Background: an optimization exercise with open tools, aiming at small area. Do not read the settings as production practice. The RTL was checked by simulation tests, not by an equivalence proof against the original design.

==> flow/design.v, too long to show whole: its modules and the start of the top module <==
// module cordic_amplitude_angle: 4968 lines
module cordic_amplitude_angle (
    input                clk,
    input                rst_n,
    input  signed [31:0] x,
    input  signed [31:0] y,
    input                pre_vaild,
    output signed [31:0] amplitude,
    output signed [31:0] angle,
    output reg           post_vaild
);
  // ...
==> flow/flow/run.sh <==
#!/bin/bash
# The standard layout flow (standard.sh) with one change: the buffers that
# global placement puts on every input and output port are
# sky130_fd_sc_hd__buf_1 cells instead of the default choice (the resizer may
# still upsize them). standard.sh's own output goes to standard_flow.log; each
# ORFS step keeps its full log under orfs/logs/.
export BUFFER_PORTS_ARGS="-buffer_cell sky130_fd_sc_hd__buf_1"
bash standard.sh > standard_flow.log 2>&1
==> flow/standard.sh <==
#!/bin/bash
# synth_recipe.tcl (not shown) runs the flow's synth.tcl, then flattens the netlist and writes it again
# the make line also repeats each setting of config.mk as NAME=value (left out here)
make -C /OpenROAD-flow-scripts/flow DESIGN_CONFIG=/design/flow/config.mk WORK_HOME=/design/flow/orfs CLKGATE_MAP_FILE= SYNTH_SCRIPT=/design/flow/synth_recipe.tcl "${@:-finish}"
==> flow/config.mk <==
export PLATFORM = sky130hd
export DESIGN_NAME = cordic_amplitude_angle
export DESIGN_NICKNAME = cordic_amplitude_angle
export VERILOG_FILES = /design/flow/design.v
export SDC_FILE = /design/flow/constraint.sdc
export NUM_CORES = 4
export LEC_CHECK = 0
export CAP_MARGIN = 20
export CORE_MARGIN = 2
export CORE_UTILIZATION = 40
export SLEW_MARGIN = 20
==> flow/constraint.sdc <==
create_clock -name core_clock -period 7.5 [get_ports {clk}]
set_input_delay 1.5000 -clock core_clock [delete_from_list [all_inputs] [get_ports {clk}]]
set_output_delay 1.5000 -clock core_clock [all_outputs]
set_load 0.01 [all_outputs]
==> impl_metrics.tcl, run 1 <==
set metrics [dict create \
    grt_overflow 0 \
    failed_checks "negative setup slack" \
    report.final.slew_viol_count 0 \
    utilization 0.4475 \
    outcome "finished with violations" \
    seq_area_sq_um 10300 \
    min_to "e7_s13" \
    clkCellAreaFrac 0.03639 \
    fin_crit_sh 1.112 \
    synthTopCellsByArea "dfxtp_1 (20%), ha_1 (19%), fa_1 (14%)" \
    clkbuf_count 78 \
    cts_buffers 59 \
    synth_top_area_share 0.2002 \
    setup_viol 8 \
    wl_met3_um 3900 \
    post_cts.repair.setup_buffers 13 \
    tightest_slew_ns 1.050 \
    grt_usage 0.1789 \
    synth_compound_area_frac 0.1232 \
    multi_input_area_sq_um 37830 \
    nets 6710 \
    seq_share 0.1838 \
    clockRootBuffer "clkbuf_16" \
    worst_slack_ns -0.8433 \
    synth-edff-count 0 \
    cts-htree-levels 2 \
    core-area_sq_um 125200 \
    cts.sinks 511 \
    synth_xor_xnor_area_share 0.1968 \
    drtIter0Drc 1415 \
    largestClassByArea "multi-input gates" \
    finalHoldViolCount 0 \
    slowest_delay_ns 0.51 \
    diodes 1 \
    finClkSkew_ns 0.03345 \
    synthMuxAreaShare 0.003184 \
    arrival_ns 8.88 \
    r2r_end "ahi_s16[16]" \
    via_per_inst 4.961 \
]
==> run 2: changes to the inputs <==
--- a/flow/design.v
+++ b/flow/design.v
@@ -4120,159 +4120,246 @@
 assign Ln15[12] = Ln15_p[12] ^ Ln15_G25;
 assign Ln15[13] = Ln15_p[13] ^ Ln15_G19;
 assign Ln15[14] = Ln15_p[14] ^ Ln15_G26;
 assign Ln15[15] = Ln15_p[15] ^ Ln15_G15;
 assign Ln15[16] = Ln15_p[16] ^ Ln15_G27;
 wire [14:0] Un15 = Un14[15:1];
 wire d0f = e0_s13 ^ ~sx_s13;
 wire [17:0] base = ~sx_s13 ? (d0f ? -18'sd51140 : -18'sd5060) : (d0f ? -18'sd97220 : 18'sd41020);
-wire ahi_fs1 = base[0] ^ e1_s13;
-wire ahi_fc1 = base[0] & e1_s13;
-wire ahi_fs2 = ahi_fs1 ^ e2_s13 ^ e5_s13;
-wire ahi_fc2 = (ahi_fs1 & e2_s13) | (ahi_fs1 & e5_s13) | (e2_s13 & e5_s13);
-wire ahi_fs3 = e6_s13 ^ e8_s13;
-wire ahi_fc3 = e6_s13 & e8_s13;
-wire ahi_fs4 = ahi_fc1 ^ base[1] ^ e1_s13;
-wire ahi_fc4 = (ahi_fc1 & base[1]) | (ahi_fc1 & e1_s13) | (base[1] & e1_s13);
-wire ahi_fs5 = e4_s13 ^ e7_s13 ^ e9_s13;
-wire ahi_fc5 = (e4_s13 & e7_s13) | (e4_s13 & e9_s13) | (e7_s13 & e9_s13);
-wire ahi_fs6 = e12_s13 ^ e13;
-wire ahi_fc6 = e12_s13 & e13;
-wire ahi_fs7 = base[2] ^ e2_s13 ^ e4_s13;
-wire ahi_fc7 = (base[2] & e2_s13) | (base[2] & e4_s13) | (e2_s13 & e4_s13);
-wire ahi_fs8 = e6_s13 ^ e8_s13 ^ e11_s13;
-wire ahi_fc8 = (e6_s13 & e8_s13) | (e6_s13 & e11_s13) | (e8_s13 & e11_s13);
-wire ahi_fs9 = e12_s13 ^ e13 ^ e14;
-wire ahi_fc9 = (e12_s13 & e13) | (e12_s13 & e14) | (e13 & e14);
-wire ahi_fs10 = base[3] ^ e4_s13 ^ e5_s13;
-wire ahi_fc10 = (base[3] & e4_s13) | (base[3] & e5_s13) | (e4_s13 & e5_s13);
-wire ahi_fs11 = e7_s13 ^ e10_s13 ^ e11_s13;
-wire ahi_fc11 = (e7_s13 & e10_s13) | (e7_s13 & e11_s13) | (e10_s13 & e11_s13);
-wire ahi_fs12 = base[4] ^ e6_s13;
-wire ahi_fc12 = base[4] & e6_s13;
-wire ahi_fs13 = base[5] ^ e2_s13;
-wire ahi_fc13 = base[5] & e2_s13;
-wire ahi_fs14 = base[6] ^ e1_s13;
-wire ahi_fc14 = base[6] & e1_s13;
-wire ahi_fs15 = ahi_fs2 ^ ahi_fs3 ^ e9_s13;
-wire ahi_fc15 = (ahi_fs2 & ahi_fs3) | (ahi_fs2 & e9_s13) | (ahi_fs3 & e9_s13);
-wire ahi_fs16 = ahi_fc2 ^ ahi_fc3 ^ ahi_fs4;
-wire ahi_fc16 = (ahi_fc2 & ahi_fc3) | (ahi_fc2 & ahi_fs4) | (ahi_fc3 & ahi_fs4);
-wire ahi_fs17 = ahi_fs5 ^ ahi_fs6;
-wire ahi_fc17 = ahi_fs5 & ahi_fs6;
-wire ahi_fs18 = ahi_fc4 ^ ahi_fc5 ^ ahi_fc6;
-wire ahi_fc18 = (ahi_fc4 & ahi_fc5) | (ahi_fc4 & ahi_fc6) | (ahi_fc5 & ahi_fc6);
-wire ahi_fs19 = ahi_fs7 ^ ahi_fs8 ^ ahi_fs9;
-wire ahi_fc19 = (ahi_fs7 & ahi_fs8) | (ahi_fs7 & ahi_fs9) | (ahi_fs8 & ahi_fs9);
-wire ahi_fs20 = ahi_fc7 ^ ahi_fc8 ^ ahi_fc9;
-wire ahi_fc20 = (ahi_fc7 & ahi_fc8) | (ahi_fc7 & ahi_fc9) | (ahi_fc8 & ahi_fc9);
-wire ahi_fs21 = ahi_fs10 ^ ahi_fs11 ^ e12_s13;
-wire ahi_fc21 = (ahi_fs10 & ahi_fs11) | (ahi_fs10 & e12_s13) | (ahi_fs11 & e12_s13);
-wire ahi_fs22 = ahi_fc10 ^ ahi_fc11 ^ ahi_fs12;
-wire ahi_fc22 = (ahi_fc10 & ahi_fc11) | (ahi_fc10 & ahi_fs12) | (ahi_fc11 & ahi_fs12);
-wire ahi_fs23 = e9_s13 ^ e10_s13 ^ e11_s13;
-wire ahi_fc23 = (e9_s13 & e10_s13) | (e9_s13 & e11_s13) | (e10_s13 & e11_s13);
-wire ahi_fs24 = ahi_fc12 ^ ahi_fs13 ^ e5_s13;
-wire ahi_fc24 = (ahi_fc12 & ahi_fs13) | (ahi_fc12 & e5_s13) | (ahi_fs13 & e5_s13);
-wire ahi_fs25 = e8_s13 ^ e9_s13 ^ e10_s13;
-wire ahi_fc25 = (e8_s13 & e9_s13) | (e8_s13 & e10_s13) | (e9_s13 & e10_s13);
-wire ahi_fs26 = ahi_fc13 ^ ahi_fs14 ^ e4_s13;
-wire ahi_fc26 = (ahi_fc13 & ahi_fs14) | (ahi_fc13 & e4_s13) | (ahi_fs14 & e4_s13);
-wire ahi_fs27 = e7_s13 ^ e8_s13 ^ e9_s13;
-wire ahi_fc27 = (e7_s13 & e8_s13) | (e7_s13 & e9_s13) | (e8_s13 & e9_s13);
-wire ahi_fs28 = ahi_fc14 ^ base[7] ^ e3_s13;
-wire ahi_fc28 = (ahi_fc14 & base[7]) | (ahi_fc14 & e3_s13) | (base[7] & e3_s13);
-wire ahi_fs29 = e6_s13 ^ e7_s13 ^ e8_s13;
-wire ahi_fc29 = (e6_s13 & e7_s13) | (e6_s13 & e8_s13) | (e7_s13 & e8_s13);
-wire ahi_fs30 = base[8] ^ e5_s13 ^ e6_s13;
-wire ahi_fc30 = (base[8] & e5_s13) | (base[8] & e6_s13) | (e5_s13 & e6_s13);
-wire ahi_fs31 = base[9] ^ e1_s13 ^ e4_s13;
-wire ahi_fc31 = (base[9] & e1_s13) | (base[9] & e4_s13) | (e1_s13 & e4_s13);
-wire ahi_fs32 = base[10] ^ e3_s13;
-wire ahi_fc32 = base[10] & e3_s13;
-wire ahi_fs33 = base[11] ^ e1_s13 ^ e2_s13;
-wire ahi_fc33 = (base[11] & e1_s13) | (base[11] & e2_s13) | (e1_s13 & e2_s13);
-wire ahi_fs34 = ahi_fs15 ^ e10_s13;
-wire ahi_fc34 = ahi_fs15 & e10_s13;
-wire ahi_fs35 = ahi_fc15 ^ ahi_fs16 ^ ahi_fs17;
-wire ahi_fc35 = (ahi_fc15 & ahi_fs16) | (ahi_fc15 & ahi_fs17) | (ahi_fs16 & ahi_fs17);
-wire ahi_fs36 = ahi_fc16 ^ ahi_fc17 ^ ahi_fs18;
-wire ahi_fc36 = (ahi_fc16 & ahi_fc17) | (ahi_fc16 & ahi_fs18) | (ahi_fc17 & ahi_fs18);
-wire ahi_fs37 = ahi_fc18 ^ ahi_fc19 ^ ahi_fs20;
-wire ahi_fc37 = (ahi_fc18 & ahi_fc19) | (ahi_fc18 & ahi_fs20) | (ahi_fc19 & ahi_fs20);
-wire ahi_fs38 = ahi_fc20 ^ ahi_fc21 ^ ahi_fs22;
-wire ahi_fc38 = (ahi_fc20 & ahi_fc21) | (ahi_fc20 & ahi_fs22) | (ahi_fc21 & ahi_fs22);
-wire ahi_fs39 = ahi_fc22 ^ ahi_fc23 ^ ahi_fs24;
-wire ahi_fc39 = (ahi_fc22 & ahi_fc23) | (ahi_fc22 & ahi_fs24) | (ahi_fc23 & ahi_fs24);
-wire ahi_fs40 = ahi_fc24 ^ ahi_fc25 ^ ahi_fs26;
-wire ahi_fc40 = (ahi_fc24 & ahi_fc25) | (ahi_fc24 & ahi_fs26) | (ahi_fc25 & ahi_fs26);
-wire ahi_fs41 = ahi_fc26 ^ ahi_fc27 ^ ahi_fs28;
-wire ahi_fc41 = (ahi_fc26 & ahi_fc27) | (ahi_fc26 & ahi_fs28) | (ahi_fc27 & ahi_fs28);
-wire ahi_fs42 = ahi_fc28 ^ ahi_fc29 ^ ahi_fs30;
-wire ahi_fc42 = (ahi_fc28 & ahi_fc29) | (ahi_fc28 & ahi_fs30) | (ahi_fc29 & ahi_fs30);
-wire ahi_fs43 = ahi_fc30 ^ ahi_fs31 ^ e5_s13;
-wire ahi_fc43 = (ahi_fc30 & ahi_fs31) | (ahi_fc30 & e5_s13) | (ahi_fs31 & e5_s13);
-wire ahi_fs44 = ahi_fc31 ^ ahi_fs32 ^ e4_s13;
-wire ahi_fc44 = (ahi_fc31 & ahi_fs32) | (ahi_fc31 & e4_s13) | (ahi_fs32 & e4_s13);
-wire ahi_fs45 = ahi_fc32 ^ ahi_fs33 ^ e3_s13;
-wire ahi_fc45 = (ahi_fc32 & ahi_fs33) | (ahi_fc32 & e3_s13) | (ahi_fs33 & e3_s13);
-wire ahi_fs46 = ahi_fc33 ^ base[12] ^ e2_s13;
-wire ahi_fc46 = (ahi_fc33 & base[12]) | (ahi_fc33 & e2_s13) | (base[12] & e2_s13);
-wire ahi_fs47 = base[13] ^ e1_s13;
-wire ahi_fc47 = base[13] & e1_s13;
-wire ahi_fs48 = ahi_fs34 ^ e11_s13;
-wire ahi_fc48 = ahi_fs34 & e11_s13;
-wire ahi_fs49 = ahi_fc34 ^ ahi_fs35 ^ e15;
-wire ahi_fc49 = (ahi_fc34 & ahi_fs35) | (ahi_fc34 & e15) | (ahi_fs35 & e15);
-wire ahi_fs50 = ahi_fc35 ^ ahi_fs36 ^ ahi_fs19;
-wire ahi_fc50 = (ahi_fc35 & ahi_fs36) | (ahi_fc35 & ahi_fs19) | (ahi_fs36 & ahi_fs19);
-wire ahi_fs51 = ahi_fc36 ^ ahi_fs37 ^ ahi_fs21;
-wire ahi_fc51 = (ahi_fc36 & ahi_fs37) | (ahi_fc36 & ahi_fs21) | (ahi_fs37 & ahi_fs21);
-wire ahi_fs52 = ahi_fc37 ^ ahi_fs38 ^ ahi_fs23;
-wire ahi_fc52 = (ahi_fc37 & ahi_fs38) | (ahi_fc37 & ahi_fs23) | (ahi_fs38 & ahi_fs23);
-wire ahi_fs53 = ahi_fc38 ^ ahi_fs39 ^ ahi_fs25;
-wire ahi_fc53 = (ahi_fc38 & ahi_fs39) | (ahi_fc38 & ahi_fs25) | (ahi_fs39 & ahi_fs25);
-wire ahi_fs54 = ahi_fc39 ^ ahi_fs40 ^ ahi_fs27;
-wire ahi_fc54 = (ahi_fc39 & ahi_fs40) | (ahi_fc39 & ahi_fs27) | (ahi_fs40 & ahi_fs27);
-wire ahi_fs55 = ahi_fc40 ^ ahi_fs41 ^ ahi_fs29;
-wire ahi_fc55 = (ahi_fc40 & ahi_fs41) | (ahi_fc40 & ahi_fs29) | (ahi_fs41 & ahi_fs29);
-wire ahi_fs56 = ahi_fc41 ^ ahi_fs42 ^ e7_s13;
-wire ahi_fc56 = (ahi_fc41 & ahi_fs42) | (ahi_fc41 & e7_s13) | (ahi_fs42 & e7_s13);
-wire ahi_fs57 = ahi_fc42 ^ ahi_fs43 ^ e6_s13;
-wire ahi_fc57 = (ahi_fc42 & ahi_fs43) | (ahi_fc42 & e6_s13) | (ahi_fs43 & e6_s13);
-wire ahi_fs58 = ahi_fc43 ^ ahi_fs44 ^ e5_s13;
-wire ahi_fc58 = (ahi_fc43 & ahi_fs44) | (ahi_fc43 & e5_s13) | (ahi_fs44 & e5_s13);
-wire ahi_fs59 = ahi_fc44 ^ ahi_fs45 ^ e4_s13;
-wire ahi_fc59 = (ahi_fc44 & ahi_fs45) | (ahi_fc44 & e4_s13) | (ahi_fs45 & e4_s13);
-wire ahi_fs60 = ahi_fc45 ^ ahi_fs46 ^ e3_s13;
-wire ahi_fc60 = (ahi_fc45 & ahi_fs46) | (ahi_fc45 & e3_s13) | (ahi_fs46 & e3_s13);
-wire ahi_fs61 = ahi_fc46 ^ ahi_fs47 ^ e2_s13;
-wire ahi_fc61 = (ahi_fc46 & ahi_fs47) | (ahi_fc46 & e2_s13) | (ahi_fs47 & e2_s13);
-wire ahi_fs62 = ahi_fc47 ^ base[14] ^ e1_s13;
-wire ahi_fc62 = (ahi_fc47 & base[14]) | (ahi_fc47 & e1_s13) | (base[14] & e1_s13);
+wire aearly_fs1 = base[0] ^ e1_s13;
+wire aearly_fc1 = base[0] & e1_s13;
+wire aearly_fs2 = aearly_fs1 ^ e2_s13 ^ e5_s13;
+wire aearly_fc2 = (aearly_fs1 & e2_s13) | (aearly_fs1 & e5_s13) | (e2_s13 & e5_s13);
+wire aearly_fs3 = e6_s13 ^ e8_s13;
+wire aearly_fc3 = e6_s13 & e8_s13;
+wire aearly_fs4 = aearly_fc1 ^ base[1] ^ e1_s13;
+wire aearly_fc4 = (aearly_fc1 & base[1]) | (aearly_fc1 & e1_s13) | (base[1] & e1_s13);
+wire aearly_fs5 = e4_s13 ^ e7_s13 ^ e9_s13;
+wire aearly_fc5 = (e4_s13 & e7_s13) | (e4_s13 & e9_s13) | (e7_s13 & e9_s13);
+wire aearly_fs6 = base[2] ^ e2_s13 ^ e4_s13;
+wire aearly_fc6 = (base[2] & e2_s13) | (base[2] & e4_s13) | (e2_s13 & e4_s13);
+wire aearly_fs7 = e6_s13 ^ e8_s13 ^ e11_s13;
+wire aearly_fc7 = (e6_s13 & e8_s13) | (e6_s13 & e11_s13) | (e8_s13 & e11_s13);
+wire aearly_fs8 = base[3] ^ e4_s13 ^ e5_s13;
+wire aearly_fc8 = (base[3] & e4_s13) | (base[3] & e5_s13) | (e4_s13 & e5_s13);
+wire aearly_fs9 = e7_s13 ^ e10_s13;
+wire aearly_fc9 = e7_s13 & e10_s13;
+wire aearly_fs10 = base[4] ^ e6_s13;
+wire aearly_fc10 = base[4] & e6_s13;
+wire aearly_fs11 = base[5] ^ e2_s13;
+wire aearly_fc11 = base[5] & e2_s13;
+wire aearly_fs12 = base[6] ^ e1_s13;
+wire aearly_fc12 = base[6] & e1_s13;
+wire aearly_fs13 = aearly_fs2 ^ aearly_fs3 ^ e9_s13;
+wire aearly_fc13 = (aearly_fs2 & aearly_fs3) | (aearly_fs2 & e9_s13) | (aearly_fs3 & e9_s13);
+wire aearly_fs14 = aearly_fc2 ^ aearly_fc3 ^ aearly_fs4;
+wire aearly_fc14 = (aearly_fc2 & aearly_fc3) | (aearly_fc2 & aearly_fs4) | (aearly_fc3 & aearly_fs4);
+wire aearly_fs15 = aearly_fs5 ^ e12_s13;
+wire aearly_fc15 = aearly_fs5 & e12_s13;
+wire aearly_fs16 = aearly_fc4 ^ aearly_fc5 ^ aearly_fs6;
+wire aearly_fc16 = (aearly_fc4 & aearly_fc5) | (aearly_fc4 & aearly_fs6) | (aearly_fc5 & aearly_fs6);
+wire aearly_fs17 = aearly_fs7 ^ e12_s13 ^ e13;
+wire aearly_fc17 = (aearly_fs7 & e12_s13) | (aearly_fs7 & e13) | (e12_s13 & e13);
+wire aearly_fs18 = aearly_fc6 ^ aearly_fc7 ^ aearly_fs8;
+wire aearly_fc18 = (aearly_fc6 & aearly_fc7) | (aearly_fc6 & aearly_fs8) | (aearly_fc7 & aearly_fs8);
+wire aearly_fs19 = aearly_fs9 ^ e11_s13 ^ e12_s13;
+wire aearly_fc19 = (aearly_fs9 & e11_s13) | (aearly_fs9 & e12_s13) | (e11_s13 & e12_s13);
+wire aearly_fs20 = aearly_fc8 ^ aearly_fc9 ^ aearly_fs10;
+wire aearly_fc20 = (aearly_fc8 & aearly_fc9) | (aearly_fc8 & aearly_fs10) | (aearly_fc9 & aearly_fs10);
+wire aearly_fs21 = e9_s13 ^ e10_s13 ^ e11_s13;
+wire aearly_fc21 = (e9_s13 & e10_s13) | (e9_s13 & e11_s13) | (e10_s13 & e11_s13);
+wire aearly_fs22 = aearly_fc10 ^ aearly_fs11 ^ e5_s13;
+wire aearly_fc22 = (aearly_fc10 & aearly_fs11) | (aearly_fc10 & e5_s13) | (aearly_fs11 & e5_s13);
+wire aearly_fs23 = e8_s13 ^ e9_s13 ^ e10_s13;
+wire aearly_fc23 = (e8_s13 & e9_s13) | (e8_s13 & e10_s13) | (e9_s13 & e10_s13);
+wire aearly_fs24 = aearly_fc11 ^ aearly_fs12 ^ e4_s13;
+wire aearly_fc24 = (aearly_fc11 & aearly_fs12) | (aearly_fc11 & e4_s13) | (aearly_fs12 & e4_s13);
+wire aearly_fs25 = e7_s13 ^ e8_s13 ^ e9_s13;
+wire aearly_fc25 = (e7_s13 & e8_s13) | (e7_s13 & e9_s13) | (e8_s13 & e9_s13);
+wire aearly_fs26 = aearly_fc12 ^ base[7] ^ e3_s13;
+wire aearly_fc26 = (aearly_fc12 & base[7]) | (aearly_fc12 & e3_s13) | (base[7] & e3_s13);
+wire aearly_fs27 = e6_s13 ^ e7_s13 ^ e8_s13;
+wire aearly_fc27 = (e6_s13 & e7_s13) | (e6_s13 & e8_s13) | (e7_s13 & e8_s13);
+wire aearly_fs28 = base[8] ^ e5_s13 ^ e6_s13;
+wire aearly_fc28 = (base[8] & e5_s13) | (base[8] & e6_s13) | (e5_s13 & e6_s13);
+wire aearly_fs29 = base[9] ^ e1_s13 ^ e4_s13;
+wire aearly_fc29 = (base[9] & e1_s13) | (base[9] & e4_s13) | (e1_s13 & e4_s13);
+wire aearly_fs30 = base[10] ^ e3_s13;
+wire aearly_fc30 = base[10] & e3_s13;
+wire aearly_fs31 = base[11] ^ e1_s13 ^ e2_s13;
+wire aearly_fc31 = (base[11] & e1_s13) | (base[11] & e2_s13) | (e1_s13 & e2_s13);
+wire aearly_fs32 = aearly_fs13 ^ e10_s13;
+wire aearly_fc32 = aearly_fs13 & e10_s13;
+wire aearly_fs33 = aearly_fc13 ^ aearly_fs14 ^ aearly_fs15;
+wire aearly_fc33 = (aearly_fc13 & aearly_fs14) | (aearly_fc13 & aearly_fs15) | (aearly_fs14 & aearly_fs15);
+wire aearly_fs34 = aearly_fc14 ^ aearly_fc15 ^ aearly_fs16;
+wire aearly_fc34 = (aearly_fc14 & aearly_fc15) | (aearly_fc14 & aearly_fs16) | (aearly_fc15 & aearly_fs16);
+wire aearly_fs35 = aearly_fc16 ^ aearly_fc17 ^ aearly_fs18;
+wire aearly_fc35 = (aearly_fc16 & aearly_fc17) | (aearly_fc16 & aearly_fs18) | (aearly_fc17 & aearly_fs18);
+wire aearly_fs36 = aearly_fc18 ^ aearly_fc19 ^ aearly_fs20;
+wire aearly_fc36 = (aearly_fc18 & aearly_fc19) | (aearly_fc18 & aearly_fs20) | (aearly_fc19 & aearly_fs20);
+wire aearly_fs37 = aearly_fc20 ^ aearly_fc21 ^ aearly_fs22;
+wire aearly_fc37 = (aearly_fc20 & aearly_fc21) | (aearly_fc20 & aearly_fs22) | (aearly_fc21 & aearly_fs22);
+wire aearly_fs38 = aearly_fc22 ^ aearly_fc23 ^ aearly_fs24;
+wire aearly_fc38 = (aearly_fc22 & aearly_fc23) | (aearly_fc22 & aearly_fs24) | (aearly_fc23 & aearly_fs24);
+wire aearly_fs39 = aearly_fc24 ^ aearly_fc25 ^ aearly_fs26;
+wire aearly_fc39 = (aearly_fc24 & aearly_fc25) | (aearly_fc24 & aearly_fs26) | (aearly_fc25 & aearly_fs26);
+wire aearly_fs40 = aearly_fc26 ^ aearly_fc27 ^ aearly_fs28;
+wire aearly_fc40 = (aearly_fc26 & aearly_fc27) | (aearly_fc26 & aearly_fs28) | (aearly_fc27 & aearly_fs28);
+wire aearly_fs41 = aearly_fc28 ^ aearly_fs29 ^ e5_s13;
+wire aearly_fc41 = (aearly_fc28 & aearly_fs29) | (aearly_fc28 & e5_s13) | (aearly_fs29 & e5_s13);
+wire aearly_fs42 = aearly_fc29 ^ aearly_fs30 ^ e4_s13;
+wire aearly_fc42 = (aearly_fc29 & aearly_fs30) | (aearly_fc29 & e4_s13) | (aearly_fs30 & e4_s13);
+wire aearly_fs43 = aearly_fc30 ^ aearly_fs31 ^ e3_s13;
+wire aearly_fc43 = (aearly_fc30 & aearly_fs31) | (aearly_fc30 & e3_s13) | (aearly_fs31 & e3_s13);
+wire aearly_fs44 = aearly_fc31 ^ base[12] ^ e2_s13;
+wire aearly_fc44 = (aearly_fc31 & base[12]) | (aearly_fc31 & e2_s13) | (base[12] & e2_s13);
+wire aearly_fs45 = base[13] ^ e1_s13;
+wire aearly_fc45 = base[13] & e1_s13;
+wire aearly_fs46 = aearly_fs32 ^ e11_s13;
+wire aearly_fc46 = aearly_fs32 & e11_s13;
+wire aearly_fs47 = aearly_fc32 ^ aearly_fs33 ^ e13;
+wire aearly_fc47 = (aearly_fc32 & aearly_fs33) | (aearly_fc32 & e13) | (aearly_fs33 & e13);
+wire aearly_fs48 = aearly_fc33 ^ aearly_fs34 ^ aearly_fs17;
+wire aearly_fc48 = (aearly_fc33 & aearly_fs34) | (aearly_fc33 & aearly_fs17) | (aearly_fs34 & aearly_fs17);
+wire aearly_fs49 = aearly_fc34 ^ aearly_fs35 ^ aearly_fs19;
+wire aearly_fc49 = (aearly_fc34 & aearly_fs35) | (aearly_fc34 & aearly_fs19) | (aearly_fs35 & aearly_fs19);
+wire aearly_fs50 = aearly_fc35 ^ aearly_fs36 ^ aearly_fs21;
+wire aearly_fc50 = (aearly_fc35 & aearly_fs36) | (aearly_fc35 & aearly_fs21) | (aearly_fs36 & aearly_fs21);
+wire aearly_fs51 = aearly_fc36 ^ aearly_fs37 ^ aearly_fs23;
+wire aearly_fc51 = (aearly_fc36 & aearly_fs37) | (aearly_fc36 & aearly_fs23) | (aearly_fs37 & aearly_fs23);
+wire aearly_fs52 = aearly_fc37 ^ aearly_fs38 ^ aearly_fs25;
+wire aearly_fc52 = (aearly_fc37 & aearly_fs38) | (aearly_fc37 & aearly_fs25) | (aearly_fs38 & aearly_fs25);
+wire aearly_fs53 = aearly_fc38 ^ aearly_fs39 ^ aearly_fs27;
+wire aearly_fc53 = (aearly_fc38 & aearly_fs39) | (aearly_fc38 & aearly_fs27) | (aearly_fs39 & aearly_fs27);
+wire aearly_fs54 = aearly_fc39 ^ aearly_fs40 ^ e7_s13;
+wire aearly_fc54 = (aearly_fc39 & aearly_fs40) | (aearly_fc39 & e7_s13) | (aearly_fs40 & e7_s13);
+wire aearly_fs55 = aearly_fc40 ^ aearly_fs41 ^ e6_s13;
+wire aearly_fc55 = (aearly_fc40 & aearly_fs41) | (aearly_fc40 & e6_s13) | (aearly_fs41 & e6_s13);
+wire aearly_fs56 = aearly_fc41 ^ aearly_fs42 ^ e5_s13;
+wire aearly_fc56 = (aearly_fc41 & aearly_fs42) | (aearly_fc41 & e5_s13) | (aearly_fs42 & e5_s13);
+wire aearly_fs57 = aearly_fc42 ^ aearly_fs43 ^ e4_s13;
+wire aearly_fc57 = (aearly_fc42 & aearly_fs43) | (aearly_fc42 & e4_s13) | (aearly_fs43 & e4_s13);
+wire aearly_fs58 = aearly_fc43 ^ aearly_fs44 ^ e3_s13;
+wire aearly_fc58 = (aearly_fc43 & aearly_fs44) | (aearly_fc43 & e3_s13) | (aearly_fs44 & e3_s13);
+wire aearly_fs59 = aearly_fc44 ^ aearly_fs45 ^ e2_s13;
+wire aearly_fc59 = (aearly_fc44 & aearly_fs45) | (aearly_fc44 & e2_s13) | (aearly_fs45 & e2_s13);
+wire aearly_fs60 = aearly_fc45 ^ base[14] ^ e1_s13;
+wire aearly_fc60 = (aearly_fc45 & base[14]) | (aearly_fc45 & e1_s13) | (base[14] & e1_s13);
+wire [17:0] aearly_p, aearly_g;
+assign aearly_p[0] = aearly_fs46 ^ e13; assign aearly_g[0] = aearly_fs46 & e13;
+assign aearly_p[1] = aearly_fc46 ^ aearly_fs47; assign aearly_g[1] = aearly_fc46 & aearly_fs47;
+assign aearly_p[2] = aearly_fc47 ^ aearly_fs48; assign aearly_g[2] = aearly_fc47 & aearly_fs48;
+assign aearly_p[3] = aearly_fc48 ^ aearly_fs49; assign aearly_g[3] = aearly_fc48 & aearly_fs49;
+assign aearly_p[4] = aearly_fc49 ^ aearly_fs50; assign aearly_g[4] = aearly_fc49 & aearly_fs50;
+assign aearly_p[5] = aearly_fc50 ^ aearly_fs51; assign aearly_g[5] = aearly_fc50 & aearly_fs51;
+assign aearly_p[6] = aearly_fc51 ^ aearly_fs52; assign aearly_g[6] = aearly_fc51 & aearly_fs52;
+assign aearly_p[7] = aearly_fc52 ^ aearly_fs53; assign aearly_g[7] = aearly_fc52 & aearly_fs53;
+assign aearly_p[8] = aearly_fc53 ^ aearly_fs54; assign aearly_g[8] = aearly_fc53 & aearly_fs54;
+assign aearly_p[9] = aearly_fc54 ^ aearly_fs55; assign aearly_g[9] = aearly_fc54 & aearly_fs55;
+assign aearly_p[10] = aearly_fc55 ^ aearly_fs56; assign aearly_g[10] = aearly_fc55 & aearly_fs56;
+assign aearly_p[11] = aearly_fc56 ^ aearly_fs57; assign aearly_g[11] = aearly_fc56 & aearly_fs57;
+assign aearly_p[12] = aearly_fc57 ^ aearly_fs58; assign aearly_g[12] = aearly_fc57 & aearly_fs58;
+assign aearly_p[13] = aearly_fc58 ^ aearly_fs59; assign aearly_g[13] = aearly_fc58 & aearly_fs59;
+assign aearly_p[14] = aearly_fc59 ^ aearly_fs60; assign aearly_g[14] = aearly_fc59 & aearly_fs60;
+assign aearly_p[15] = aearly_fc60 ^ base[15]; assign aearly_g[15] = aearly_fc60 & base[15];
+assign aearly_p[16] = base[16] ^ 1'b0; assign aearly_g[16] = base[16] & 1'b0;
+assign aearly_p[17] = base[17] ^ 1'b0; assign aearly_g[17] = base[17] & 1'b0;
+wire aearly_G1 = aearly_g[0] | (aearly_p[0] & 1'b0);
+wire aearly_G2 = aearly_g[2] | (aearly_p[2] & aearly_g[1]);
+wire aearly_P2 = aearly_p[2] & aearly_p[1];
+wire aearly_G3 = aearly_g[4] | (aearly_p[4] & aearly_g[3]);
+wire aearly_P3 = aearly_p[4] & aearly_p[3];
+wire aearly_G4 = aearly_g[6] | (aearly_p[6] & aearly_g[5]);
+wire aearly_P4 = aearly_p[6] & aearly_p[5];
+wire aearly_G5 = aearly_g[8] | (aearly_p[8] & aearly_g[7]);
+wire aearly_P5 = aearly_p[8] & aearly_p[7];
+wire aearly_G6 = aearly_g[10] | (aearly_p[10] & aearly_g[9]);
+wire aearly_P6 = aearly_p[10] & aearly_p[9];
+wire aearly_G7 = aearly_g[12] | (aearly_p[12] & aearly_g[11]);
+wire aearly_P7 = aearly_p[12] & aearly_p[11];
+wire aearly_G8 = aearly_g[14] | (aearly_p[14] & aearly_g[13]);
+wire aearly_P8 = aearly_p[14] & aearly_p[13];
+wire aearly_G9 = aearly_g[16] | (aearly_p[16] & aearly_g[15]);
+wire aearly_P9 = aearly_p[16] & aearly_p[15];
+wire aearly_G10 = aearly_g[1] | (aearly_p[1] & aearly_G1);
+wire aearly_G11 = aearly_G2 | (aearly_P2 & aearly_G1);
+wire aearly_G12 = aearly_g[5] | (aearly_p[5] & aearly_G3);
+wire aearly_P12 = aearly_p[5] & aearly_P3;
+wire aearly_G13 = aearly_G4 | (aearly_P4 & aearly_G3);
+wire aearly_P13 = aearly_P4 & aearly_P3;
+wire aearly_G14 = aearly_g[9] | (aearly_p[9] & aearly_G5);
+wire aearly_P14 = aearly_p[9] & aearly_P5;
+wire aearly_G15 = aearly_G6 | (aearly_P6 & aearly_G5);
+wire aearly_P15 = aearly_P6 & aearly_P5;
+wire aearly_G16 = aearly_g[13] | (aearly_p[13] & aearly_G7);
+wire aearly_P16 = aearly_p[13] & aearly_P7;
+wire aearly_G17 = aearly_G8 | (aearly_P8 & aearly_G7);
+wire aearly_P17 = aearly_P8 & aearly_P7;
+wire aearly_G18 = aearly_g[3] | (aearly_p[3] & aearly_G11);
+wire aearly_G19 = aearly_G3 | (aearly_P3 & aearly_G11);
+wire aearly_G20 = aearly_G12 | (aearly_P12 & aearly_G11);
+wire aearly_G21 = aearly_G13 | (aearly_P13 & aearly_G11);
+wire aearly_G22 = aearly_g[11] | (aearly_p[11] & aearly_G15);
+wire aearly_P22 = aearly_p[11] & aearly_P15;
+wire aearly_G23 = aearly_G7 | (aearly_P7 & aearly_G15);
+wire aearly_P23 = aearly_P7 & aearly_P15;
+wire aearly_G24 = aearly_G16 | (aearly_P16 & aearly_G15);
+wire aearly_P24 = aearly_P16 & aearly_P15;
+wire aearly_G25 = aearly_G17 | (aearly_P17 & aearly_G15);
+wire aearly_P25 = aearly_P17 & aearly_P15;
+wire aearly_G26 = aearly_g[7] | (aearly_p[7] & aearly_G21);
+wire aearly_G27 = aearly_G5 | (aearly_P5 & aearly_G21);
+wire aearly_G28 = aearly_G14 | (aearly_P14 & aearly_G21);
+wire aearly_G29 = aearly_G15 | (aearly_P15 & aearly_G21);
+wire aearly_G30 = aearly_G22 | (aearly_P22 & aearly_G21);
+wire aearly_G31 = aearly_G23 | (aearly_P23 & aearly_G21);
+wire aearly_G32 = aearly_G24 | (aearly_P24 & aearly_G21);
+wire aearly_G33 = aearly_G25 | (aearly_P25 & aearly_G21);
+wire aearly_G34 = aearly_g[15] | (aearly_p[15] & aearly_G33);
+wire aearly_G35 = aearly_G9 | (aearly_P9 & aearly_G33);
+wire [17:0] aearly;
+assign aearly[0] = aearly_p[0] ^ 1'b0;
+assign aearly[1] = aearly_p[1] ^ aearly_G1;
+assign aearly[2] = aearly_p[2] ^ aearly_G10;
+assign aearly[3] = aearly_p[3] ^ aearly_G11;
+assign aearly[4] = aearly_p[4] ^ aearly_G18;
+assign aearly[5] = aearly_p[5] ^ aearly_G19;
+assign aearly[6] = aearly_p[6] ^ aearly_G20;
+assign aearly[7] = aearly_p[7] ^ aearly_G21;
+assign aearly[8] = aearly_p[8] ^ aearly_G26;
+assign aearly[9] = aearly_p[9] ^ aearly_G27;
+assign aearly[10] = aearly_p[10] ^ aearly_G28;
+assign aearly[11] = aearly_p[11] ^ aearly_G29;
+assign aearly[12] = aearly_p[12] ^ aearly_G30;
+assign aearly[13] = aearly_p[13] ^ aearly_G31;
+assign aearly[14] = aearly_p[14] ^ aearly_G32;
+assign aearly[15] = aearly_p[15] ^ aearly_G33;
+assign aearly[16] = aearly_p[16] ^ aearly_G34;
+assign aearly[17] = aearly_p[17] ^ aearly_G35;
 wire [17:0] ahi_p, ahi_g;
-assign ahi_p[0] = ahi_fs48 ^ e13; assign ahi_g[0] = ahi_fs48 & e13;
-assign ahi_p[1] = ahi_fc48 ^ ahi_fs49; assign ahi_g[1] = ahi_fc48 & ahi_fs49;
-assign ahi_p[2] = ahi_fc49 ^ ahi_fs50; assign ahi_g[2] = ahi_fc49 & ahi_fs50;
-assign ahi_p[3] = ahi_fc50 ^ ahi_fs51; assign ahi_g[3] = ahi_fc50 & ahi_fs51;
-assign ahi_p[4] = ahi_fc51 ^ ahi_fs52; assign ahi_g[4] = ahi_fc51 & ahi_fs52;
-assign ahi_p[5] = ahi_fc52 ^ ahi_fs53; assign ahi_g[5] = ahi_fc52 & ahi_fs53;
-assign ahi_p[6] = ahi_fc53 ^ ahi_fs54; assign ahi_g[6] = ahi_fc53 & ahi_fs54;
-assign ahi_p[7] = ahi_fc54 ^ ahi_fs55; assign ahi_g[7] = ahi_fc54 & ahi_fs55;
-assign ahi_p[8] = ahi_fc55 ^ ahi_fs56; assign ahi_g[8] = ahi_fc55 & ahi_fs56;
-assign ahi_p[9] = ahi_fc56 ^ ahi_fs57; assign ahi_g[9] = ahi_fc56 & ahi_fs57;
-assign ahi_p[10] = ahi_fc57 ^ ahi_fs58; assign ahi_g[10] = ahi_fc57 & ahi_fs58;
-assign ahi_p[11] = ahi_fc58 ^ ahi_fs59; assign ahi_g[11] = ahi_fc58 & ahi_fs59;
-assign ahi_p[12] = ahi_fc59 ^ ahi_fs60; assign ahi_g[12] = ahi_fc59 & ahi_fs60;
-assign ahi_p[13] = ahi_fc60 ^ ahi_fs61; assign ahi_g[13] = ahi_fc60 & ahi_fs61;
-assign ahi_p[14] = ahi_fc61 ^ ahi_fs62; assign ahi_g[14] = ahi_fc61 & ahi_fs62;
-assign ahi_p[15] = ahi_fc62 ^ base[15]; assign ahi_g[15] = ahi_fc62 & base[15];
-assign ahi_p[16] = base[16] ^ 1'b0; assign ahi_g[16] = base[16] & 1'b0;
-assign ahi_p[17] = base[17] ^ 1'b0; assign ahi_g[17] = base[17] & 1'b0;
+assign ahi_p[0] = aearly[0] ^ 1'b0; assign ahi_g[0] = aearly[0] & 1'b0;
+assign ahi_p[1] = aearly[1] ^ e15; assign ahi_g[1] = aearly[1] & e15;
+assign ahi_p[2] = aearly[2] ^ e14; assign ahi_g[2] = aearly[2] & e14;
+assign ahi_p[3] = aearly[3] ^ 1'b0; assign ahi_g[3] = aearly[3] & 1'b0;
+assign ahi_p[4] = aearly[4] ^ 1'b0; assign ahi_g[4] = aearly[4] & 1'b0;
+assign ahi_p[5] = aearly[5] ^ 1'b0; assign ahi_g[5] = aearly[5] & 1'b0;
+assign ahi_p[6] = aearly[6] ^ 1'b0; assign ahi_g[6] = aearly[6] & 1'b0;
+assign ahi_p[7] = aearly[7] ^ 1'b0; assign ahi_g[7] = aearly[7] & 1'b0;
+assign ahi_p[8] = aearly[8] ^ 1'b0; assign ahi_g[8] = aearly[8] & 1'b0;
+assign ahi_p[9] = aearly[9] ^ 1'b0; assign ahi_g[9] = aearly[9] & 1'b0;
+assign ahi_p[10] = aearly[10] ^ 1'b0; assign ahi_g[10] = aearly[10] & 1'b0;
+assign ahi_p[11] = aearly[11] ^ 1'b0; assign ahi_g[11] = aearly[11] & 1'b0;
+assign ahi_p[12] = aearly[12] ^ 1'b0; assign ahi_g[12] = aearly[12] & 1'b0;
+assign ahi_p[13] = aearly[13] ^ 1'b0; assign ahi_g[13] = aearly[13] & 1'b0;
+assign ahi_p[14] = aearly[14] ^ 1'b0; assign ahi_g[14] = aearly[14] & 1'b0;
+assign ahi_p[15] = aearly[15] ^ 1'b0; assign ahi_g[15] = aearly[15] & 1'b0;
+assign ahi_p[16] = aearly[16] ^ 1'b0; assign ahi_g[16] = aearly[16] & 1'b0;
+assign ahi_p[17] = aearly[17] ^ 1'b0; assign ahi_g[17] = aearly[17] & 1'b0;
 wire ahi_G1 = ahi_g[0] | (ahi_p[0] & 1'b0);
 wire ahi_G2 = ahi_g[2] | (ahi_p[2] & ahi_g[1]);
 wire ahi_P2 = ahi_p[2] & ahi_p[1];
 wire ahi_G3 = ahi_g[4] | (ahi_p[4] & ahi_g[3]);
 wire ahi_P3 = ahi_p[4] & ahi_p[3];
 wire ahi_G4 = ahi_g[6] | (ahi_p[6] & ahi_g[5]);
 wire ahi_P4 = ahi_p[6] & ahi_p[5];
 wire ahi_G5 = ahi_g[8] | (ahi_p[8] & ahi_g[7]);
==> run 2 against run 1 <==
  * Now clean on timing, DRC and antenna
  * Sequential share of layout area about the same
  * First-iteration DRC count increased by 10%
  * Non-clock buffer count shrank 101
  * Utilization decreased by 0.79 points
  * Die area up 1.6%
  * Maximum frequency increased by 17%
  * Via count rose by 0.85%
  * Critical path type is now reg -> out
  * Largest cell class unchanged
==> impl_metrics.tcl, run 2 <==
set metrics [dict create \
    reg2reg_slack_ns 0.54 \
    tightest_slew_ns 0.9810 \
    worst-path-max-fanout 6 \
    ys_ff_latch 511 \
    cts.clk_slew.worst_paths_ns 0.07 \
    start_kind "flip-flop" \
    placed_cells 7100 \
    netlist_top_cells_count "ha_1 (784), xnor2_1 (661), inv_1 (562)" \
    cp-end-kind "primary output" \
    first_pass_iters 5 \
    dpl_worst_slack_ns 0.1970 \
    syn_area_sq_um 51110 \
    fmax_ghz 0.1404 \
    cts.sinks 511 \
    r2r_cells 31 \
    layout_common_cells "ha_1 (783), xnor2_1 (660), inv_1 (561), xor2_1 (498), dfxtp_1 (490)" \
    num_vias 36110 \
    core-area_sq_um 127200 \
    synth-edff-count 0 \
    arrival_ns 5.62 \
    cts-htree-levels 2 \
    syn_area_per_cell_sq_um 9.539 \
    finClkSkew_ns 0.03376 \
    post-synth-top-count-cell "ha_1" \
    clockRootBuffer "clkbuf_16" \
    antenna_found_initial 2 \
    maxCapViolCount 0 \
    cts_max_path_buffers 3 \
    r2r-start "Y_s13[19]" \
    synth-seq-area-share 0.2009 \
    cp.required_ns 6.00 \
    yosysWarnings 1 \
    die-area_sq_um 130600 \
    cts_tree "built" \
    via_per_inst 5.008 \
    route.detailed.drc 0 \
    clkLatencyLatePin_ns 0.66 \
    grt_start_max_net_pins 59 \
    synth_cell_types 98 \
    rsz0062_at_grt "no" \
    final_common_cell "ha_1" \
    gp_congestion 0.8783 \
    worst_slack_ns 0.3754 \
    min_to "e8_s13" \
    min_path_type "reg -> reg" \
    wl_per_cell_um 15.90 \
    synthTopCellsByArea "dfxtp_1 (20%), ha_1 (19%), fa_1 (14%)" \
    nets 6698 \
    yosysTopAreaCell "dfxtp_1" \
    min-delay-start "e8_s11" \
    setup_viol 0 \
    diodes 0 \
    drtIter0Drc 1561 \
    die_y_um 361.5 \
    grt_pass1_wl_um 188200 \
    grt_overflow 0 \
    die_width_um 361.5 \
    relSlewSlack 0.3413 \
    syn_inst 5358 \
    cts_buffers 59 \
    ant_nets 0 \
    report.final.slew_viol_count 0 \
    io_pins 132 \
    whs_path_depth 0 \
    finalHoldViolCount 0 \
    fill_cells 12330 \
    ys.flop_type "dfxtp_1" \
    synth_top_area_share 0.1970 \
    fin_crit_sh 0.9499 \
    hpwl_um 99030 \
    r2r_end "ahi_s16[17]" \
    instances_no_fill 7211 \
    outcome "finished clean" \
    fin_tns_setup_ns 0 \
    wl_um 114700 \
    whs_ns 0.3103 \
    initial_core_util 0.4018 \
    syn_to_final_growth_pct 9.408 \
    first_global_vias 36640 \
    finalCriticalPeriod_ns 7.125 \
    utilization 0.4396 \
    core.rowCount 131 \
    io_buffers 118 \
    drive_gt1_frac 0.04974 \
    synthArstFlopShare 0.01566 \
    grt_usage 0.1766 \
    setup.worst_path.class "reg -> out" \
]
==> run 2: metrics by stage <==
| step | area [sq um] |
|---|---|
| finish | 55920 |
| global route | 55920 |
| CTS | 55820 |
| detailed placement | 53670 |
| global placement | 53670 |
| floorplan | 51140 |
==> run 2: worst max-delay path by stage <==
| stage | start | endpoint |
|---|---|---|
| final | L_s16[4] | amplitude[29] |
| after detailed placement | Y_s13[19] | ahi_s16[15] |
| after CTS | L_s16[14] | amplitude[29] |
| after floorplan | Y_s13[19] | ahi_s16[16] |
| after global routing | Y_s13[19] | ahi_s16[17] |
| after global placement | Y_s13[19] | ahi_s16[16] |
==> run 2: final cells by class <==
| class | instances | area [sq um] | area share |
|---|---|---|---|
| Clock buffer | 72 | 1637 | 0.02927 |
| Timing Repair Buffer | 166 | 823.3 | 0.01472 |
| Clock inverter | 37 | 504.2 | 0.009017 |
| Tap cell | 1662 | 2079 | 0.03719 |
| Sequential cell | 511 | 10290 | 0.1840 |
| Inverter | 563 | 2117 | 0.03786 |
| Multi-Input combinational cell | 4200 | 38470 | 0.6879 |
==> run 2: metal layers <==
metal,vias up,GRT usage,part of all wire
li1,18410,-,-
met1,17040,0.2256,0.45
met2,503,0.3154,0.49
met3,160,0.01783,0.034
met4,0,0.04747,0.026
met5,-,0,0
==> run 2: cells by family after synthesis <==
kind of cell | share of synthesized area
fa+ha+maj | 0.3275
buf+inv | 0.04962
flops | 0.2009
mux | 0.003550
compound gates | 0.1297
xor+xnor | 0.1995
other cells | 0.0001469
simple gates | 0.08909
==> run 2: worst max-delay path, cell delays in order (launching register included) <==
cell and delay, ns:
dfxtp_1 0.45, inv_1 0.12, fa_1 0.51, fa_1 0.54
fa_1 0.42, ha_1 0.22, or3_1 0.33, a211oi_1 0.36
nor3_1 0.09, o21a_2 0.28, a221oi_2 0.26, buf_4 0.19
o21bai_2 0.11, a211oi_2 0.30, o21ai_2 0.13, a2111o_1 0.38
o211a_1 0.15, buf_1 0.13
==> run 2: timing repair <==
item                       CTS  global route
pin swaps                    0             4
hold buffers                 0             0
gates resized for setup      3            23
setup endpoints to repair    2            15
buffers inserted             0             2
==> run 3: changes to the inputs <==
--- a/flow/config.mk
+++ b/flow/config.mk
@@ -8,4 +8,6 @@
 export CAP_MARGIN = 20
 export CORE_MARGIN = 2
 export CORE_UTILIZATION = 40
+export CTS_CLUSTER_DIAMETER = 70
+export CTS_CLUSTER_SIZE = 25
 export SLEW_MARGIN = 20
==> run 3 against run 2 <==
  * Hold slack improved by 0.0031 ns
  * Setup slack got worse by 0.0033 ns
  * Cell area decreased by 0.58%
  * Critical path depth unchanged
  * Highest routed layer unchanged
==> impl_metrics.tcl, run 3 <==
set metrics [dict create \
    fmax_ghz 0.1403 \
    core.rowCount 131 \
    reg2reg_slack_ns 0.54 \
    grt_start_max_net_pins 59 \
    report.final.slew_viol_count 0 \
    grt_pass1_wl_um 187500 \
    cp.required_ns 6.00 \
    arrival_ns 5.63 \
    clkLatencyLatePin_ns 0.65 \
    nets 6686 \
    cts-htree-levels 2 \
    drive_gt1_frac 0.04649 \
    num_vias 36040 \
    syn_to_final_growth_pct 8.772 \
    cts.sinks 511 \
    route.detailed.drc 0 \
    setup_viol 0 \
    ys_ff_latch 511 \
    first_pass_iters 5 \
    whs_ns 0.3133 \
    synth_cell_types 98 \
    io_buffers 118 \
    tightest_slew_ns 0.9780 \
    setup.worst_path.class "reg -> out" \
    syn_area_per_cell_sq_um 9.539 \
    placed_cells 7100 \
    grt_overflow 0 \
    cp-end-kind "primary output" \
    first_global_vias 36530 \
    cts_buffers 47 \
    antenna_found_initial 1 \
    post-synth-top-count-cell "ha_1" \
    syn_area_sq_um 51110 \
    hpwl_um 99030 \
    layout_common_cells "ha_1 (783), xnor2_1 (660), inv_1 (561), xor2_1 (498), dfxtp_1 (489)" \
    synthTopCellsByArea "dfxtp_1 (20%), ha_1 (19%), fa_1 (14%)" \
    cts_max_path_buffers 3 \
    cts.clk_slew.worst_paths_ns 0.09 \
    relSlewSlack 0.3433 \
    synth-edff-count 0 \
    rsz0062_at_grt "no" \
    finalCriticalPeriod_ns 7.128 \
    synth-seq-area-share 0.2009 \
    gp_congestion 0.8783 \
    ys.flop_type "dfxtp_1" \
    die-area_sq_um 130600 \
    yosysTopAreaCell "dfxtp_1" \
    instances_no_fill 7191 \
    die_width_um 361.5 \
    netlist_top_cells_count "ha_1 (784), xnor2_1 (661), inv_1 (562)" \
    grt_usage 0.1763 \
    ant_nets 0 \
    start_kind "flip-flop" \
    initial_core_util 0.4018 \
    yosysWarnings 1 \
    core-area_sq_um 127200 \
    fin_tns_setup_ns 0 \
    finalHoldViolCount 0 \
    min_path_type "reg -> reg" \
    final_common_cell "ha_1" \
    syn_inst 5358 \
    clockRootBuffer "clkbuf_16" \
    fin_crit_sh 0.9504 \
    io_pins 132 \
    via_per_inst 5.012 \
    maxCapViolCount 0 \
    die_y_um 361.5 \
    worst-path-max-fanout 6 \
    wl_um 114400 \
    outcome "finished clean" \
    wl_per_cell_um 15.91 \
    finClkSkew_ns 0.02548 \
    drtIter0Drc 1543 \
    cts_tree "built" \
    synthArstFlopShare 0.01566 \
    synth_top_area_share 0.1970 \
]
[run 3: worst max-delay path: stages, from the launching register on]
cell	delay, ns
dfxtp_1	0.45
inv_1	0.12
fa_1	0.50
fa_1	0.54
fa_1	0.43
ha_1	0.22
or3_1	0.33
a211oi_1	0.36
nor3_1	0.09
o21a_2	0.28
a221oi_2	0.26
buf_4	0.19
o21bai_2	0.11
a211oi_2	0.30
o21ai_2	0.13
a2111o_1	0.38
o211a_1	0.15
buf_1	0.13
[run 3: worst paths after layout]
check / from / to / cells after the start
worst max-delay path: L_s16[4] / amplitude[29] / 17
worst min register to register: e6_s9 / e6_s11 / 0
max in group asynchronous: rst_n / vr[3] / 1
worst min-delay path: e6_s9 / e6_s11 / 0
min in group asynchronous: rst_n / vr[0] / 1
worst max register to register: Y_s13[19] / ahi_s16[17] / 31
[run 3: through the flow]
| stage | worst slack, ns | utilization | area [sq um] |
|---|---|---|---|
| 3_5_place_dp | 0.1970 | 0.4220 | 53670 |
| 6_report | 0.3721 | 0.4371 | 55590 |
| 2_1_floorplan | 0.09512 | - | 51140 |
| 5_1_grt | 0.01520 | 0.4371 | 55590 |
| 4_1_cts | 0.06811 | 0.4362 | 55480 |
| 3_3_place_gp | 0.2684 | 0.4220 | 53670 |
[run 3: layout make-up]
type	instances	area, sq um
diodes	1	2.502
clock buffers	51	1222
clock inverters	37	586.8
fillers	12350	71600
inverters	563	2117
multi-input cells	4200	38470
flip-flops and latches	511	10290
well taps	1662	2079
repair buffers	166	823.3
[run 3: timing repair]
action,CTS,global route
resized for setup,3,25
pin swaps,0,4
endpoints found under the setup margin,2,15
hold buffers,0,0
setup buffers,0,2
[run 3: cell families (layout without fill, tap and decap cells)]
logic type      Yosys count  in the layout  share of synthesized area
xor+xnor               1162           1162                     0.1995
fa+ha+maj              1130           1130                     0.3275
compound gates          979            979                     0.1297
simple gates            903            903                    0.08909
buf+inv                 654            817                    0.04962
flops                   511            511                     0.2009
mux                      17             17                   0.003550
other cells               2             10                  0.0001469
[run 3: layer usage]
| layer | vias to the layer above | GRT usage | routed length, um |
|---|---|---|---|
| li1 | 18360 | - | - |
| met1 | 17050 | 0.2250 | 51820 |
| met2 | 497 | 0.3150 | 55710 |
| met3 | 142 | 0.01941 | 4053 |
| met4 | 0 | 0.04461 | 2823 |
| met5 | - | 0 | 0 |
==> run 4: changes to the inputs <==
--- a/flow/config.mk
+++ b/flow/config.mk
@@ -8,6 +8,6 @@
 export CAP_MARGIN = 20
 export CORE_MARGIN = 2
 export CORE_UTILIZATION = 40
-export CTS_CLUSTER_DIAMETER = 70
-export CTS_CLUSTER_SIZE = 25
+export CTS_CLUSTER_DIAMETER = 85
+export CTS_CLUSTER_SIZE = 32
 export SLEW_MARGIN = 20
==> run 4 against run 3 <==
  * Sequential share of layout area is 0.11 points higher
  * Synthesized cell count stayed put
  * Global-route usage decreased by 0.064 points
  * Non-clock buffer count stayed put
  * Setup slack worse by 0.011 ns
  * Largest cell class unchanged
==> impl_metrics.tcl, run 4 <==
set metrics [dict create \
    cp-end-kind "primary output" \
    finalHoldViolCount 0 \
    synth-seq-area-share 0.2009 \
    clockRootBuffer "clkbuf_16" \
    die_y_um 361.5 \
    synth_cell_types 98 \
    outcome "finished clean" \
    grt_usage 0.1756 \
    finalCriticalPeriod_ns 7.139 \
    setup_viol 0 \
    cts_buffers 37 \
    syn_area_per_cell_sq_um 9.539 \
    nets 6676 \
    post-synth-top-count-cell "ha_1" \
    drive_gt1_frac 0.04304 \
    fmax_ghz 0.1401 \
    core.rowCount 131 \
    stdcell_area_sq_um 55260 \
    relSlewSlack 0.3158 \
    utilization 0.4345 \
    io_buffers 118 \
    report.final.slew_viol_count 0 \
    antenna_found_initial 1 \
    grt_overflow 0 \
    synth-edff-count 0 \
    yosysWarnings 1 \
    synthTopCellsByArea "dfxtp_1 (20%), ha_1 (19%), fa_1 (14%)" \
    cts.sinks 511 \
    arrival_ns 5.64 \
    finClkSkew_ns 0.04395 \
    num_vias 35950 \
    die_width_um 361.5 \
    ys.flop_type "dfxtp_1" \
    via_per_inst 5.014 \
    netlist_top_cells_count "ha_1 (784), xnor2_1 (661), inv_1 (562)" \
    fin_crit_sh 0.9519 \
    cts-htree-levels 2 \
    grt_start_max_net_pins 59 \
    placed_cell_area_sq_um 53670 \
    ys_ff_latch 511 \
    drtIter0Drc 1550 \
    final_common_cell "ha_1" \
    cts.clk_slew.worst_paths_ns 0.11 \
    cts_max_path_buffers 3 \
    clkLatencyLatePin_ns 0.62 \
    cts_tree "built" \
    die-area_sq_um 130600 \
    synthArstFlopShare 0.01566 \
    syn_to_final_growth_pct 8.128 \
    worst-path-max-fanout 6 \
    route.detailed.drc 0 \
    cp.required_ns 6.00 \
    start_kind "flip-flop" \
    io_pins 132 \
    gp_congestion 0.8783 \
    core-area_sq_um 127200 \
    syn_area_sq_um 51110 \
    maxCapViolCount 0 \
    instances_no_fill 7170 \
    min_path_type "reg -> reg" \
    tightest_slew_ns 1.019 \
    placed_cells 7100 \
    grt_pass1_wl_um 187200 \
    initial_core_util 0.4018 \
    synth_top_area_share 0.1970 \
    wl_per_cell_um 15.89 \
    setup.worst_path.class "reg -> out" \
    syn_inst 5358 \
    first_pass_iters 5 \
    ant_nets 0 \
    hpwl_um 99030 \
    first_global_vias 36340 \
    wl_um 113900 \
    layout_common_cells "ha_1 (783), xnor2_1 (660), inv_1 (561), xor2_1 (498), dfxtp_1 (489)" \
    yosysTopAreaCell "dfxtp_1" \
]
run 4: cell types whose count changed in the layout (fill, tap and decap cells not counted), sizes merged:
cell,delta
bufinv,-2
clkinvlp,-1
clkinv,+2
inv,-9
clkbuf,-11
run 4: area by class of cell:
class / instances / area (sq um)
fillers: 12400 / 71930
well taps: 1662 / 2079
clock buffers: 40 / 978.4
diodes: 1 / 2.502
flip-flops and latches: 511 / 10290
multi-input cells: 4200 / 38460
inverters: 563 / 2117
repair buffers: 166 / 823.3
clock inverters: 27 / 503.0
run 4: through the flow:
| stage | setup TNS [ns] | setup WS [ns] | hold WS (ns) |
|---|---|---|---|
| finish | 0 | 0.3608 | 0.3034 |
| global route | -0.009210 | -0.009210 | 0.3037 |
| CTS | 0 | 0.02169 | 0.3011 |
| detailed placement | 0 | 0.1970 | 0.3121 |
| global placement | 0 | 0.2684 | 0.3100 |
| floorplan | 0 | 0.09512 | 0.3096 |
run 4: timing repair:
| item | in CTS | in global routing |
|---|---|---|
| pin swaps | 0 | 4 |
| hold buffers | 0 | 0 |
| gates cloned | 0 | 0 |
| resized for setup | 3 | 24 |
| endpoints found under the setup margin | 2 | 16 |
| buffers inserted | 0 | 2 |
run 4: metal layers:
metal / vias up / GRT usage / wire [um]
met4: 0 / 0.04583 / 2878
met3: 133 / 0.01635 / 3424
met1: 17010 / 0.2258 / 52290
li1: 18330 / - / -
met5: - / 0 / 0
met2: 476 / 0.3135 / 55320
run 4: worst paths after layout:
check,endpoint,cells past startpoint,slack [ns],start
max,amplitude[29],17,0.36,L_s16[4]
min,e3_s9,0,0.30,e3_s7
max reg2reg,ahi_s16[17],31,0.51,Y_s13[19]
min reg2reg,e3_s9,0,0.30,e3_s7
max in group asynchronous,vr[3],1,6.46,rst_n
min in group asynchronous,vr[0],1,0.77,rst_n
run 4: kinds of logic (layout without fill, tap and decap cells):
kind of cell | after synthesis | after routing | synth area share
xor gates and xnor gates | 1162 | 1162 | 0.1995
adders and majority gates | 1130 | 1130 | 0.3275
AOI/OAI and AO/OA | 979 | 979 | 0.1297
and+or+nand+nor | 903 | 903 | 0.08909
buffers and inverters | 654 | 796 | 0.04962
DFF | 511 | 511 | 0.2009
muxes | 17 | 17 | 0.003550
other | 2 | 10 | 0.0001469
run 4: worst max-delay path, cell delays in order, from the launching register on:
cell	delay, ns
dfxtp_1	0.47
inv_1	0.12
fa_1	0.50
fa_1	0.54
fa_1	0.42
ha_1	0.22
or3_1	0.33
a211oi_1	0.36
nor3_1	0.09
o21a_1	0.29
a221oi_2	0.28
buf_4	0.19
o21bai_2	0.11
a211oi_2	0.30
o21ai_2	0.13
a2111o_1	0.38
o211a_1	0.15
buf_1	0.13
==> run 5: changes to the inputs <==
==> flow/flow/run.sh (replaced) <==
#!/bin/bash
# The standard layout flow (standard.sh) with two changes:
# - the buffers that global placement puts on every input and output port are
#   sky130_fd_sc_hd__buf_1 cells instead of the default choice (the resizer may
#   still upsize them);
# - clock tree synthesis clusters up to 25 flip-flops within 70 um per leaf
#   buffer and inserts no dummy loads.
# standard.sh's own output goes to standard_flow.log; each ORFS step keeps its
# full log under orfs/logs/.
export BUFFER_PORTS_ARGS="-buffer_cell sky130_fd_sc_hd__buf_1"
export CTS_ARGS="-sink_clustering_enable -repair_clock_nets -sink_clustering_size 25 -sink_clustering_max_diameter 70 -dont_use_dummy_load"
bash standard.sh > standard_flow.log 2>&1
--- a/flow/config.mk
+++ b/flow/config.mk
@@ -8,6 +8,5 @@
 export CAP_MARGIN = 20
 export CORE_MARGIN = 2
 export CORE_UTILIZATION = 40
-export CTS_CLUSTER_DIAMETER = 85
-export CTS_CLUSTER_SIZE = 32
+export GPL_TIMING_DRIVEN = 0
 export SLEW_MARGIN = 20
==> run 5 against run 4 <==
  * Cell area about the same
  * Non-clock buffer count rose by 57
  * Sequential cell count is the same
  * Critical endpoint is now X_s9[29]
  * Setup slack got worse by 0.011 ns
  * Area after synthesis stayed put
  * Maximum frequency is 0.15% lower
  * Clock skew up 0.067 ns
  * Still clean on timing, DRC and antenna
  * Via count rose by 2.2%
  * Global-route usage increased by 0.75 points
==> impl_metrics.tcl, run 5 <==
set metrics [dict create \
    crit_path_start "Y_s7[25]" \
    outcome "finished clean" \
    cts.sinks 511 \
    finClkSkew_ns 0.1106 \
    cp_cell_sequence "buf_2, clkdlybuf4s15_1, xnor2_1, ha_1, a21oi_1, o21ai_0, a221o_1, a21oi_2, nor3_1, nor3_2, clkbuf_1, xnor2_1, ha_1, inv_1, o41ai_2, nand3_1, a31oi_1, o211ai_1, nor4_1, ha_1" \
    yosysWarnings 1 \
    diodes 0 \
    whs_path_depth 0 \
    synthArstFlopShare 0.01566 \
    io_pins 132 \
    layout_common_cells "ha_1 (783), xnor2_1 (660), inv_1 (561), dfxtp_1 (495), xor2_1 (495)" \
    synth_cell_types 98 \
    gp_congestion 0.8976 \
    finalHoldViolCount 0 \
    finalCriticalPeriod_ns 7.150 \
    utilization 0.4348 \
    setup_viol 0 \
    grt_start_max_net_pins 26 \
    io_buffers 117 \
    core.rowCount 131 \
    r2r-start "Y_s7[25]" \
    report.final.slew_viol_count 0 \
    ys.flop_type "dfxtp_1" \
    die_width_um 361.5 \
    syn_area_sq_um 51110 \
    cts_tree "built" \
    relSlewSlack 0.3613 \
    placed_cells 7144 \
    grt_usage 0.1831 \
    placed_cell_area_sq_um 53660 \
    synth-seq-area-share 0.2009 \
    cpLargestDelayFamily "compound AO/OA/AOI/OAI gates" \
    fmax_ghz 0.1399 \
    route.detailed.drc 0 \
    antenna_found_initial 0 \
    worst-path-max-fanout 10 \
    first_global_vias 37110 \
    cp.required_ns 7.93 \
    clockRootBuffer "clkbuf_16" \
    syn_to_final_growth_pct 8.208 \
    clkLatencyLatePin_ns 0.66 \
    first_pass_iters 5 \
    die-area_sq_um 130600 \
    hpwl_um 104600 \
    maxCapViolCount 0 \
    arrival_ns 7.58 \
    yosysTopAreaCell "dfxtp_1" \
    wl_per_cell_um 16.69 \
    worst_slack_ns 0.3501 \
    drive_gt1_frac 0.04564 \
    die_y_um 361.5 \
    start_kind "flip-flop" \
    wl_um 120300 \
    grt_pass1_wl_um 193400 \
    min_to "e2_s9" \
    netlist_top_cells_count "ha_1 (784), xnor2_1 (661), inv_1 (562)" \
    num_vias 36730 \
    drtIter0Drc 1786 \
    r2r_end "X_s9[29]" \
    ctsHoldBuffers 0 \
    fill_cells 12420 \
    post-synth-top-count-cell "ha_1" \
    fin_crit_sh 0.9533 \
]
==> run 5: what timing repair did <==
item,CTS,global route
pin swaps,6,11
gates resized for setup,49,80
setup endpoints to repair,121,99
setup buffers,12,4
==> run 5: how the worst max path moves through the flow <==
| stage | endpoint | slack (ns) | depth (start not counted) |
|---|---|---|---|
| 3_5_place_dp | ahi_s16[17] | -2.02 | 32 |
| 4_1_cts | Y_s13[19] | 0.004 | 26 |
| 6_report | X_s9[29] | 0.35 | 20 |
| 5_1_grt | ahi_s16[17] | -0.007 | 31 |
| 3_3_place_gp | ahi_s16[17] | -1.87 | 32 |
| 2_1_floorplan | ahi_s16[16] | 0.1 | 32 |
==> run 5: cell families after synthesis <==
family	count (synthesis)	synth area share
AO/OA/AOI/OAI	979	0.1297
XOR/XNOR	1162	0.1995
adder cells (fa/ha/maj)	1130	0.3275
buffers and inverters	654	0.04962
flip-flops	511	0.2009
multiplexers	17	0.003550
other	2	0.0001469
AND/OR/NAND/NOR	903	0.08909
==> run 5: final cells by class <==
class                      instances  area [sq um]  share of cell area
multi-input combinational       4200         38570              0.6974
sequential                       511         10290              0.1861
inverter                         563          2113             0.03821
tap                             1662          2079             0.03760
clock buffer                      46          1151             0.02081
timing repair buffer             133         559.3             0.01011
buffer                            90         543.0            0.009819
==> run 5: worst register-to-register path: stages (launching register included) <==
cell,delay (ns)
dfxtp_1,0.30
buf_2,0.23
clkdlybuf4s15_1,0.83
xnor2_1,0.20
ha_1,0.33
a21oi_1,0.15
o21ai_0,0.13
a221o_1,0.36
a21oi_2,0.39
nor3_1,0.14
nor3_2,0.50
clkbuf_1,0.69
xnor2_1,0.25
ha_1,0.33
inv_1,0.05
o41ai_2,0.60
nand3_1,0.17
a31oi_1,0.27
o211ai_1,0.24
nor4_1,0.47
ha_1,0.33
==> run 5: metal layers <==
| layer | up-vias | wire, um | global-route usage |
|---|---|---|---|
| met5 | - | 0 | 0 |
| met3 | 151 | 4059 | 0.01675 |
| met2 | 590 | 58080 | 0.3240 |
| met4 | 0 | 2923 | 0.04877 |
| met1 | 17520 | 55200 | 0.2375 |
| li1 | 18470 | - | - |

## static timing again, ports no longer ideal
Ports are ideal in the flow. The routed layouts listed here were re-timed in OpenROAD.
Step 1: set_driving_cell puts a clkbuf_16 on clk and a buf_2 on each other input, an assumption about the parent block.
Step 2 times the ports against the registers' clock, not the clock port: input delays grow and output delays shrink by t, the midpoint of the rising clock arrivals with the driver on.
a / b / c = no drivers / after step 1 / after step 2; a / b = the first two.
| run | shift t [ns] | setup slack, ns | hold slack, ns | worst data-port slew with drivers (ns) |
|---|---|---|---|---|
| run 1 | 0.734 | -0.843 / -0.843 / -0.843 | 0.319 / 0.319 / 0.319 | 0.06 |
| run 2 | 0.709 | 0.375 / 0.306 / 0.542 | 0.310 / 0.310 / 0.310 | 0.05 |
| run 3 | 0.711 | 0.372 / 0.301 / 0.541 | 0.313 / 0.313 / 0.313 | 0.05 |
| run 4 | 0.672 | 0.361 / 0.292 / 0.509 | 0.303 / 0.303 / 0.303 | 0.05 |
| run 5 | 0.667 | 0.350 / 0.312 / 0.350 | 0.247 / 0.247 / 0.247 | 0.03 |
